Context: an optimization exercise on an open-source flow, tuned for small area, a short achievable clock period and few clock cycles. The choices shown serve that exercise and are no tape-out recipe. In this exercise RTL edits were held to simulation tests only and were not proved equivalent to the original. The clock port is modelled as an ideal driver, which makes a skipped or thinned clock tree look cheaper than it is; a real chip needs a root buffer or a tree. Power and IR drop assume default switching activity.

## garnet
## linear_layer_with_mem
module linear_layer_with_mem #(
    parameter DATA_WIDTH    = 8,
    parameter W_WIDTH       = 8,
    parameter ACC_WIDTH     = 32,
    parameter ADDR_WIDTH    = 8,
    parameter DATABUS_WIDTH = 32,
    parameter N = 8,
    parameter M = 8
)(
    input  wire clk,
    input  wire rst,
    input  wire start,
    input  wire [ADDR_WIDTH-1:0] activ_base,
    input  wire [ADDR_WIDTH-1:0] weight_base,
    input  wire [ADDR_WIDTH-1:0] bias_base,
    input  wire [ADDR_WIDTH-1:0] output_base,
    output reg mem_w,
    output reg mem_sel,
    output reg done,
    output reg out_valid,
    output wire [ADDR_WIDTH-1:0]    address_bus,
    input  wire [DATABUS_WIDTH-1:0] data_bus_in,
    output wire [DATABUS_WIDTH-1:0] data_bus_out,
    input  wire                     ready
);
    localparam PH_IDLE = 3'b100, PH_ACT = 3'b000, PH_BIAS = 3'b001,
               PH_WGT = 3'b010, PH_OUT = 3'b011, PH_DONE = 3'b111;
    reg [2:0] phase;
    reg [2:0] i, j;        
    reg [1:0] k;           
    reg       busy;        
    reg       rdy_q, rdy_qq, rdy_q3;   
    reg       ov1;
    reg [7:0]  act [0:7];
    reg [6:0]  wq;         
    reg [15:0] bl;         
    reg        pneg;       
    reg        psgn;       
    reg [31:0] r;
    reg [7:0]  address;
    assign address_bus  = address;
    assign data_bus_out = r;
    wire xfer = mem_sel & ready;
    wire [7:0] a = act[0];
    wire [9:0] ax = {{2{a[7]}}, a};
  ...
Size in the first run: ~830 cells after synthesis, about 150 flip-flops, ~110 I/O pins, about 7200 µm² of cells after synthesis.
Settings: LEC_CHECK=0, ABC_AREA=1, CAP_MARGIN=20, CORE_MARGIN=2, CORE_UTILIZATION=65, SLEW_MARGIN=20; clock period 11.0 ns.
standard.sh (not shown) runs the stock make flow with config.mk's settings and CLKGATE_MAP_FILE= SYNTH_SCRIPT=/design/flow/synth_recipe.tcl, a recipe that flattens the netlist after the stock synthesis.
==> flow/flow/run.sh <==
#!/bin/bash
# Own layout flow: the standard ORFS flow (standard.sh; the synthesis is
# the standard one, run first on its own), with
#  - the make settings listed in flow/knobs.txt (one per line, @WORK@ stands
#    for the work folder): small port buffers and timing repair aimed past the
#    clock period;
#  - the clock tree built by flow/mycts.tcl instead of TritonCTS: the clock
#    port drives a few clkbuf_16 cells, each driving the flip-flops of one
#    region, all with the same number of buffers on the clock path. Only that
#    call in a copy of ORFS's cts.tcl is changed.
# Each tool's full output goes to its ORFS log under orfs/logs/; make's own
# output goes to flow_make_*.log in the work folder.
set -euo pipefail
args=()
while IFS= read -r line; do
  [[ -z "$line" || "$line" == \#* ]] && continue
  args+=("${line//@WORK@/$PWD}")
done < flow/knobs.txt
bash standard.sh "${args[@]}" synth > flow_make_synth.log 2>&1
rm -rf myscripts
cp -r "$FLOW_HOME/scripts" myscripts
python3 - <<'PY'
p = 'myscripts/cts.tcl'
s = open(p).read()
old = 'log_cmd clock_tree_synthesis {*}$cts_args'
assert s.count(old) == 1
s = s.replace(old, 'source $::env(MYCTS_TCL)\nmy_cts_auto')
open(p, 'w').write(s)
PY
bash standard.sh "${args[@]}" "SCRIPTS_DIR=$PWD/myscripts" "MYCTS_TCL=$PWD/flow/mycts.tcl" finish > flow_make_finish.log 2>&1
==> flow/flow/knobs.txt <==
BUFFER_PORTS_ARGS=-inputs -buffer_cell sky130_fd_sc_hd__buf_1
SETUP_SLACK_MARGIN=8.0
MYCTS_NR=4
MYCTS_NL=8
MYCTS_ROOT=sky130_fd_sc_hd__buf_8
MYCTS_LEAF=sky130_fd_sc_hd__clkbuf_16
PRE_GLOBAL_PLACE_TCL=@WORK@/flow/pre_gpl.tcl
Other scripts of this flow, unchanged in this note and not shown: flow/flow/mycts.tcl, flow/flow/pre_gpl.tcl
Testbench counts of garnet, summed over its fixed seeds: cycles 84,288.
Modified inputs, harbor compared to garnet
diff --git a/flow/flow/knobs.txt b/flow/flow/knobs.txt
--- a/flow/flow/knobs.txt
+++ b/flow/flow/knobs.txt
@@ -2 +2 @@
-SETUP_SLACK_MARGIN=8.0
+SETUP_SLACK_MARGIN=7.9
[summary]
harbor -> garnet: xor and xnor fraction of the mapped netlist area delta 0, exact match. harbor against garnet: setup slack of the most critical reg-to-reg path +0.02 ns, multi-input combinational cell area saw little to no change. Summary — power, harbor relative to garnet: lower, by about 0.56%. Compared with garnet, in harbor shortest clock period the worst path allows after layout shrank by 0.0062 ns; power in sequential cells held steady. There was hardly any difference in quantity of I/O buffers inserted on ports between harbor and garnet. Comparing harbor and garnet, the lower met2 layer usage reported by global route was measured on harbor.
Relative to harbor, the following input files were edited for pepper:
# harbor
export LEC_CHECK = 0
export ABC_AREA = 1
export CAP_MARGIN = 20
export CORE_MARGIN = 2
export CORE_UTILIZATION = 65
export SLEW_MARGIN = 20
create_clock -name core_clock -period 11.0 [get_ports {clk}]
# pepper
export LEC_CHECK = 0
export CAP_MARGIN = 20
export CORE_MARGIN = 2
export CORE_UTILIZATION = 65
export SLEW_MARGIN = 20
create_clock -name core_clock -period 11.0 [get_ports {clk}]
diff --git a/flow/flow/knobs.txt b/flow/flow/knobs.txt
--- a/flow/flow/knobs.txt
+++ b/flow/flow/knobs.txt
@@ -2 +2 @@
-SETUP_SLACK_MARGIN=7.9
+SETUP_SLACK_MARGIN=8.0
Results
harbor → pepper: worst setup slack after layout lost 0.030 ns, multi-input gate share of the layout cell area picked up an extra 5.0 points. Compare pepper and harbor | die outline width lower: harbor. On pepper: global routing usage on met3 is 0.84 points lower than what harbor gave. Compare pepper and harbor | global-route usage lower: pepper. Number of standard cells after synthesis was lower in the run labelled pepper. pepper vs harbor: area of the multi-input gates up by more than 10%. Changes observed in pepper relative to harbor: final cell count without fillers has decreased, logic gate share of total power has increased.
In every run of this note, the design's own scripts or RTL, not TritonCTS, make the clock network.

== xenon ==
Another version of the RTL of linear_layer_with_mem (not shown whole).
For scale: ~150 flip-flops, roughly 110 I/O pins, roughly 7200 um^2 of cells after synthesis.
// linear_layer_with_mem
module linear_layer_with_mem #(
    parameter DATA_WIDTH    = 8,
    parameter W_WIDTH       = 8,
    parameter ACC_WIDTH     = 32,
    parameter ADDR_WIDTH    = 8,
    parameter DATABUS_WIDTH = 32,
    parameter N = 8,
    parameter M = 8
)(
    input  wire clk,
    input  wire rst,
    input  wire start,
    input  wire [ADDR_WIDTH-1:0] activ_base,
    input  wire [ADDR_WIDTH-1:0] weight_base,
    input  wire [ADDR_WIDTH-1:0] bias_base,
    input  wire [ADDR_WIDTH-1:0] output_base,
    output reg mem_w,
    output reg mem_sel,
    output reg done,
    output reg out_valid,
    output wire [ADDR_WIDTH-1:0]    address_bus,
    input  wire [DATABUS_WIDTH-1:0] data_bus_in,
    output wire [DATABUS_WIDTH-1:0] data_bus_out,
    input  wire                     ready
);
export LEC_CHECK = 0
export CAP_MARGIN = 20
export CORE_MARGIN = 2
export CORE_UTILIZATION = 65
export SLEW_MARGIN = 20
create_clock -name core_clock -period 11.0 [get_ports {clk}]
==> flow/flow/knobs.txt <==
BUFFER_PORTS_ARGS=-inputs -buffer_cell sky130_fd_sc_hd__buf_1
SETUP_SLACK_MARGIN=7.9
MYCTS_NR=4
MYCTS_NL=8
MYCTS_ROOT=sky130_fd_sc_hd__buf_8
MYCTS_LEAF=sky130_fd_sc_hd__clkbuf_16
PRE_GLOBAL_PLACE_TCL=@WORK@/flow/pre_gpl.tcl
==> flow/flow/pre_gpl.tcl <==
buffer_ports -outputs -buffer_cell sky130_fd_sc_hd__buf_4
Scripts as last shown in full above: flow/flow/run.sh
Other scripts of this flow, unchanged in this note and not shown: flow/flow/mycts.tcl
Per the final summary, xenon finished and its layout is clean on timing, DRC and antenna.
Testbench counts of xenon, summed over its fixed seeds: cycles 85,824.
Relative to xenon, the following input files were edited for raven:
==> flow/flow/pre_gpl.tcl <==
buffer_ports -outputs -buffer_cell sky130_fd_sc_hd__buf_2
## What came out
As far as aggregate negative setup slack goes, raven and xenon are indistinguishable; the numbers are identical.
From raven to xenon, standby leakage power did not move at all.
From xenon to raven, power did not move at all.
> inputs changed (raven -> indigo)
==> flow/flow/knobs.txt <==
BUFFER_PORTS_ARGS=-buffer_cell sky130_fd_sc_hd__buf_1
SETUP_SLACK_MARGIN=8.0
MYCTS_NR=4
MYCTS_NL=8
MYCTS_ROOT=sky130_fd_sc_hd__buf_8
MYCTS_LEAF=sky130_fd_sc_hd__clkbuf_16
removed: flow/flow/pre_gpl.tcl
--- outcome ---
Every stage of the flow completed for indigo, and the final layout passed the timing, DRC and antenna checks.
A top power group of sequential cells is what raven shows, while combinational logic belongs to indigo.
indigo: critical path depth 1 above raven
In the flow results for raven and indigo, the core utilization is larger on indigo.
[compare] base=raven new=indigo: first-iteration DRC count lower; non-filler instance count after layout moved up; design area rose 3.6%.
No run of this note takes its clock network from TritonCTS; it comes from the design's own scripts or RTL.

== run 1 ==
RTL: one of the versions met above, not the one the previous note started from.
For scale: ~830 cells after synthesis, ~150 flip-flops.
clock: 11.0 ns
lec_check: 0
abc_area: 1
cap_margin: 20
core_margin: 2
core_utilization: 65
slew_margin: 20
==> flow/flow/run.sh <==
#!/bin/bash
# Own layout flow: the standard ORFS flow (standard.sh; the synthesis is
# the standard one, run first on its own), with
#  - the make settings listed in flow/knobs.txt (one per line, @WORK@ stands
#    for the work folder): small port buffers and timing repair aimed past the
#    clock period;
#  - the clock tree built by flow/mycts.tcl instead of TritonCTS: the clock
#    port drives a few root cells, each driving some of the leaf cells, each
#    leaf driving the flip-flops of one region; every flip-flop has the same
#    cells on its clock path (two inverters: the clock keeps its polarity).
#    Only that call in a copy of ORFS's cts.tcl is changed.
# Each tool's full output goes to its ORFS log under orfs/logs/; make's own
# output goes to flow_make_*.log in the work folder.
set -euo pipefail
args=()
while IFS= read -r line; do
  [[ -z "$line" || "$line" == \#* ]] && continue
  args+=("${line//@WORK@/$PWD}")
done < flow/knobs.txt
bash standard.sh "${args[@]}" synth > flow_make_synth.log 2>&1
rm -rf myscripts
cp -r "$FLOW_HOME/scripts" myscripts
python3 - <<'PY'
p = 'myscripts/cts.tcl'
s = open(p).read()
old = 'log_cmd clock_tree_synthesis {*}$cts_args'
assert s.count(old) == 1
s = s.replace(old, 'source $::env(MYCTS_TCL)\nmy_cts_auto')
open(p, 'w').write(s)
PY
bash standard.sh "${args[@]}" "SCRIPTS_DIR=$PWD/myscripts" "MYCTS_TCL=$PWD/flow/mycts.tcl" finish > flow_make_finish.log 2>&1
# every port keeps its own buffer
FINAL_ODB=orfs/results/$FLOW_PLATFORM/linear_layer_with_mem/base/6_final.odb openroad -no_init -exit flow/check_ports.tcl > flow_check_ports.log 2>&1
==> flow/flow/check_ports.tcl <==
# Fail unless every signal port but the clock connects to exactly one cell,
# a buffer (as the standard flow leaves them).
read_db $::env(FINAL_ODB)
set block [ord::get_db_block]
set bad {}
foreach bt [$block getBTerms] {
  set net [$bt getNet]
  if {[$net getSigType] eq "POWER" || [$net getSigType] eq "GROUND"} { continue }
  if {[$bt getName] eq "clk"} { continue }
  set its [$net getITerms]
  set ok [expr {[llength $its] == 1}]
  foreach it $its {
    if {![string match "*buf*" [[[$it getInst] getMaster] getName]]} { set ok 0 }
  }
  if {!$ok} { lappend bad [$bt getName] }
}
if {[llength $bad] > 0} {
  puts "check_ports: ports without their own buffer: $bad"
  exit 1
}
puts "check_ports: every port has its own buffer"
==> flow/flow/knobs.txt <==
BUFFER_PORTS_ARGS=-buffer_cell sky130_fd_sc_hd__buf_1
SETUP_SLACK_MARGIN=8.15
SKIP_BUFFER_REMOVAL=1
MYCTS_NR=4
MYCTS_NL=8
MYCTS_ROOT=sky130_fd_sc_hd__clkinv_8
MYCTS_LEAF=sky130_fd_sc_hd__clkinv_8
==> flow/flow/mycts.tcl <==
# Clock tree built by hand: the clock port drives NR root buffers; each root
# drives its share of NL leaf buffers; each leaf drives the flip-flops of
# one region. Regions come from a size-balanced k-means on the flip-flop
# positions. With NR = 0 the port drives the leaf buffers directly.
proc mycts_kmeans {pts k} {
  set n [llength $pts]
  set cap [expr {int(ceil(double($n) / $k))}]
  set cent {}
  set xs [lsort -real -index 0 $pts]
  for {set c 0} {$c < $k} {incr c} { lappend cent [lindex $xs [expr {int(($c + 0.5) * $n / $k)}]] }
  for {set iter 0} {$iter < 40} {incr iter} {
    # balanced assignment: points in order of their best-distance advantage
    set cand {}
    set idx 0
    foreach p $pts {
      set ds {}
      for {set c 0} {$c < $k} {incr c} {
        set q [lindex $cent $c]
        lappend ds [list $c [expr {abs([lindex $p 0]-[lindex $q 0]) + abs([lindex $p 1]-[lindex $q 1])}]]
      }
      set ds [lsort -real -index 1 $ds]
      set gap [expr {$k > 1 ? [lindex $ds 1 1] - [lindex $ds 0 1] : 0}]
      lappend cand [list $idx $gap $ds]
      incr idx
    }
    set cand [lsort -real -decreasing -index 1 $cand]
    set cnt [lrepeat $k 0]
    set asg [lrepeat $n 0]
    foreach cd $cand {
      foreach d [lindex $cd 2] {
        set c [lindex $d 0]
        if {[lindex $cnt $c] < $cap} {
          lset asg [lindex $cd 0] $c
          lset cnt $c [expr {[lindex $cnt $c] + 1}]
          break
        }
      }
    }
    set newc {}
    for {set c 0} {$c < $k} {incr c} {
      set xl {}; set yl {}
      foreach p $pts a $asg { if {$a == $c} { lappend xl [lindex $p 0]; lappend yl [lindex $p 1] } }
      if {[llength $xl] > 0} {
        set xl [lsort -real $xl]; set yl [lsort -real $yl]
        set m [expr {[llength $xl] / 2}]
        lappend newc [list [lindex $xl $m] [lindex $yl $m]]
      } else { lappend newc [lindex $cent $c] }
    }
    set cent $newc
  }
  return [list $asg $cent]
}

proc mycts_inst_center {inst} {
  set b [$inst getBBox]
  return [list [expr {([$b xMin]+[$b xMax])/2.0}] [expr {([$b yMin]+[$b yMax])/2.0}]]
}

proc mycts_add_buf {block master name innet x y} {
  set inst [odb::dbInst_create $block $master $name]
  set net [odb::dbNet_create $block "${name}_net"]
  $net setSigType CLOCK
  [$inst findITerm A] connect $innet
  set out [$inst findITerm X]
  if {$out eq "NULL"} { set out [$inst findITerm Y] }
  $out connect $net
  # place with the cell centred on (x, y)
  set w [[$inst getMaster] getWidth]
  set h [[$inst getMaster] getHeight]
  $inst setLocation [expr {int($x - $w/2)}] [expr {int($y - $h/2)}]
  $inst setPlacementStatus PLACED
  return [list $inst $net]
}

proc my_cts {nr nl root_master leaf_master {clkname clk}} {
  set db [ord::get_db]
  set block [ord::get_db_block]
  set rm [$db findMaster $root_master]
  set lm [$db findMaster $leaf_master]
  set clknet [$block findNet $clkname]
  set sinks {}
  set pts {}
  foreach it [$clknet getITerms] {
    set inst [$it getInst]
    if {[[$inst getMaster] isSequential]} {
      lappend sinks $it
      lappend pts [mycts_inst_center $inst]
    }
  }
  lassign [mycts_kmeans $pts $nl] asg cent
  # roots
  set rootnets {}
  set rasg {}
  if {$nr > 0} {
    lassign [mycts_kmeans $cent $nr] rasg rcent
    for {set r 0} {$r < $nr} {incr r} {
      set q [lindex $rcent $r]
      lassign [mycts_add_buf $block $rm "mycts_root_$r" $clknet [lindex $q 0] [lindex $q 1]] inst net
      lappend rootnets $net
    }
  }
  for {set c 0} {$c < $nl} {incr c} {
    set q [lindex $cent $c]
    set innet $clknet
    if {$nr > 0} { set innet [lindex $rootnets [lindex $rasg $c]] }
    lassign [mycts_add_buf $block $lm "mycts_leaf_$c" $innet [lindex $q 0] [lindex $q 1]] inst net
    set cnt 0
    foreach it $sinks a $asg { if {$a == $c} { $it disconnect; $it connect $net; incr cnt } }
    puts "mycts: leaf $c at $q drives $cnt flip-flops"
  }
}

# Called from the patched cts.tcl in place of clock_tree_synthesis.
proc my_cts_auto {} {
  my_cts $::env(MYCTS_NR) $::env(MYCTS_NL) $::env(MYCTS_ROOT) $::env(MYCTS_LEAF)
}
Testbench counts of run 1, summed over its fixed seeds: cycles 84,288.
[inputs] run 2 vs run 1
--- a/flow/flow/run.sh
+++ b/flow/flow/run.sh
@@ -8,4 +8,3 @@
-#    port drives a few root cells, each driving some of the leaf cells, each
-#    leaf driving the flip-flops of one region; every flip-flop has the same
-#    cells on its clock path (two inverters: the clock keeps its polarity).
-#    Only that call in a copy of ORFS's cts.tcl is changed.
+#    port drives a few clkbuf_16 cells, each driving the flip-flops of one
+#    region, all with the same number of buffers on the clock path. Only that
+#    call in a copy of ORFS's cts.tcl is changed.
==> flow/flow/knobs.txt <==
BUFFER_PORTS_ARGS=-buffer_cell sky130_fd_sc_hd__buf_1
SETUP_SLACK_MARGIN=7.9
SKIP_BUFFER_REMOVAL=1
MYCTS_NR=4
MYCTS_NL=8
MYCTS_ROOT=sky130_fd_sc_hd__buf_8
MYCTS_LEAF=sky130_fd_sc_hd__clkbuf_16
--- a/flow/flow/mycts.tcl
+++ b/flow/flow/mycts.tcl
@@ -64,3 +64 @@
-  set out [$inst findITerm X]
-  if {$out eq "NULL"} { set out [$inst findITerm Y] }
-  $out connect $net
+  [$inst findITerm X] connect $net
Notes after the runs:
- Run 2 vs run 1: logic gate share of total power down
- Looking at design area across run 2 and run 1, the one that comes out higher is run 1.
- Run 1 → run 2: required time at the endpoint of the critical path went down, overall global routing resource usage ~0 delta, global-route wire length before repair higher.
- Of run 2 and run 1, run 2 shows the higher power share of the clock group, with run 1 below it.
Input changes introduced in run 3 (baseline for comparison: run 2):
--- a/flow/flow/run.sh
+++ b/flow/flow/run.sh
@@ -8,3 +8,4 @@
-#    port drives a few clkbuf_16 cells, each driving the flip-flops of one
-#    region, all with the same number of buffers on the clock path. Only that
-#    call in a copy of ORFS's cts.tcl is changed.
+#    port drives a few root cells, each driving some of the leaf cells, each
+#    leaf driving the flip-flops of one region; every flip-flop has the same
+#    cells on its clock path (two inverters: the clock keeps its polarity).
+#    Only that call in a copy of ORFS's cts.tcl is changed.
==> flow/flow/knobs.txt <==
BUFFER_PORTS_ARGS=-buffer_cell sky130_fd_sc_hd__buf_1
SETUP_SLACK_MARGIN=8.05
SKIP_BUFFER_REMOVAL=1
MYCTS_NR=4
MYCTS_NL=8
MYCTS_ROOT=sky130_fd_sc_hd__clkinv_8
MYCTS_LEAF=sky130_fd_sc_hd__clkinv_8
--- a/flow/flow/mycts.tcl
+++ b/flow/flow/mycts.tcl
@@ -64 +64,3 @@
-  [$inst findITerm X] connect $net
+  set out [$inst findITerm X]
+  if {$out eq "NULL"} { set out [$inst findITerm Y] }
+  $out connect $net
Findings:
- STATUS worst setup slack: run 3 wins against run 2
- Run 2 → run 3: first-pass GRT wire length went down; cell area flat; sum of internal, switching and leakage power now smaller.
## Diff of input files: run 4 against run 3
--- a/flow/flow/run.sh
+++ b/flow/flow/run.sh
@@ -8,4 +8,3 @@
-#    port drives a few root cells, each driving some of the leaf cells, each
-#    leaf driving the flip-flops of one region; every flip-flop has the same
-#    cells on its clock path (two inverters: the clock keeps its polarity).
-#    Only that call in a copy of ORFS's cts.tcl is changed.
+#    port drives a few clkbuf_16 cells, each driving the flip-flops of one
+#    region, all with the same number of buffers on the clock path. Only that
+#    call in a copy of ORFS's cts.tcl is changed.
@@ -32,2 +30,0 @@
-# every port keeps its own buffer
-FINAL_ODB=orfs/results/$FLOW_PLATFORM/linear_layer_with_mem/base/6_final.odb openroad -no_init -exit flow/check_ports.tcl > flow_check_ports.log 2>&1
==> flow/flow/knobs.txt <==
BUFFER_PORTS_ARGS=-inputs -buffer_cell sky130_fd_sc_hd__buf_1
SETUP_SLACK_MARGIN=7.9
MYCTS_NR=4
MYCTS_NL=6
MYCTS_ROOT=sky130_fd_sc_hd__buf_8
MYCTS_LEAF=sky130_fd_sc_hd__clkbuf_16
PRE_GLOBAL_PLACE_TCL=@WORK@/flow/pre_gpl.tcl
--- a/flow/flow/mycts.tcl
+++ b/flow/flow/mycts.tcl
@@ -64,3 +64 @@
-  set out [$inst findITerm X]
-  if {$out eq "NULL"} { set out [$inst findITerm Y] }
-  $out connect $net
+  [$inst findITerm X] connect $net
==> flow/flow/pre_gpl.tcl (new file) <==
buffer_ports -outputs -buffer_cell sky130_fd_sc_hd__buf_2
removed: flow/flow/check_ports.tcl
--- outcome ---
- Run 4 did not stop at any stage, and its layout met the timing, DRC and antenna checks.
- Compared with run 3, run 4 shows layout overhead on the synthesized area lower by 2.7 points.
- Re met3 usage in global routing: run 4 is 0.95 points up on run 3.
- Area: run 4 vs run 3 -> run 4 smaller
- Relative to run 3, clock network fraction of design power increased by 3.8 points in run 4.
- Sum of overflow across all layers after global routing came out exactly the same in run 4 and run 3.
No run of this note takes its clock network from TritonCTS; it comes from the design's own scripts or RTL.

-- port drivers added, routing unchanged --
Ports are ideal in the flow. The routed layouts listed here were re-timed in OpenROAD. Step 1 assumes that a clkbuf_16 drives the clock port and a buf_2 every other input. Step 2 moves the port delays by t, midway between the first and last clock arrival at a register: inputs arrive t later, outputs are due t later. That takes back most of the time a late clock gives input paths. Slacks: no drivers / after step 1 / after step 2; pairs: no drivers / after step 1.
run	shift t [ns]	slack for setup (ns)	worst setup path at the end
garnet	0.338	8.053 / 7.966 / 7.916	input to register
harbor	0.342	8.059 / 7.969 / 7.885	input to register
pepper	0.327	8.029 / 7.955 / 7.913	input to register
xenon	0.329	8.021 / 7.946 / 7.958	input to register
raven	0.329	8.021 / 7.946 / 7.958	input to register
indigo	0.330	8.005 / 7.928 / 7.974	input to register
run 1	0.279	8.095 / 7.990 / 7.910	input to register
run 2	0.343	7.948 / 7.856 / 7.900	input to register
run 3	0.286	8.094 / 7.944 / 7.940	input to register
run 4	0.339	8.029 / 7.945 / 7.914	input to register
After both steps every run listed still meets setup and hold. For run 1, which loses most, drivers alone change the setup slack by -0.105 ns; drivers and shift together by -0.185 ns.
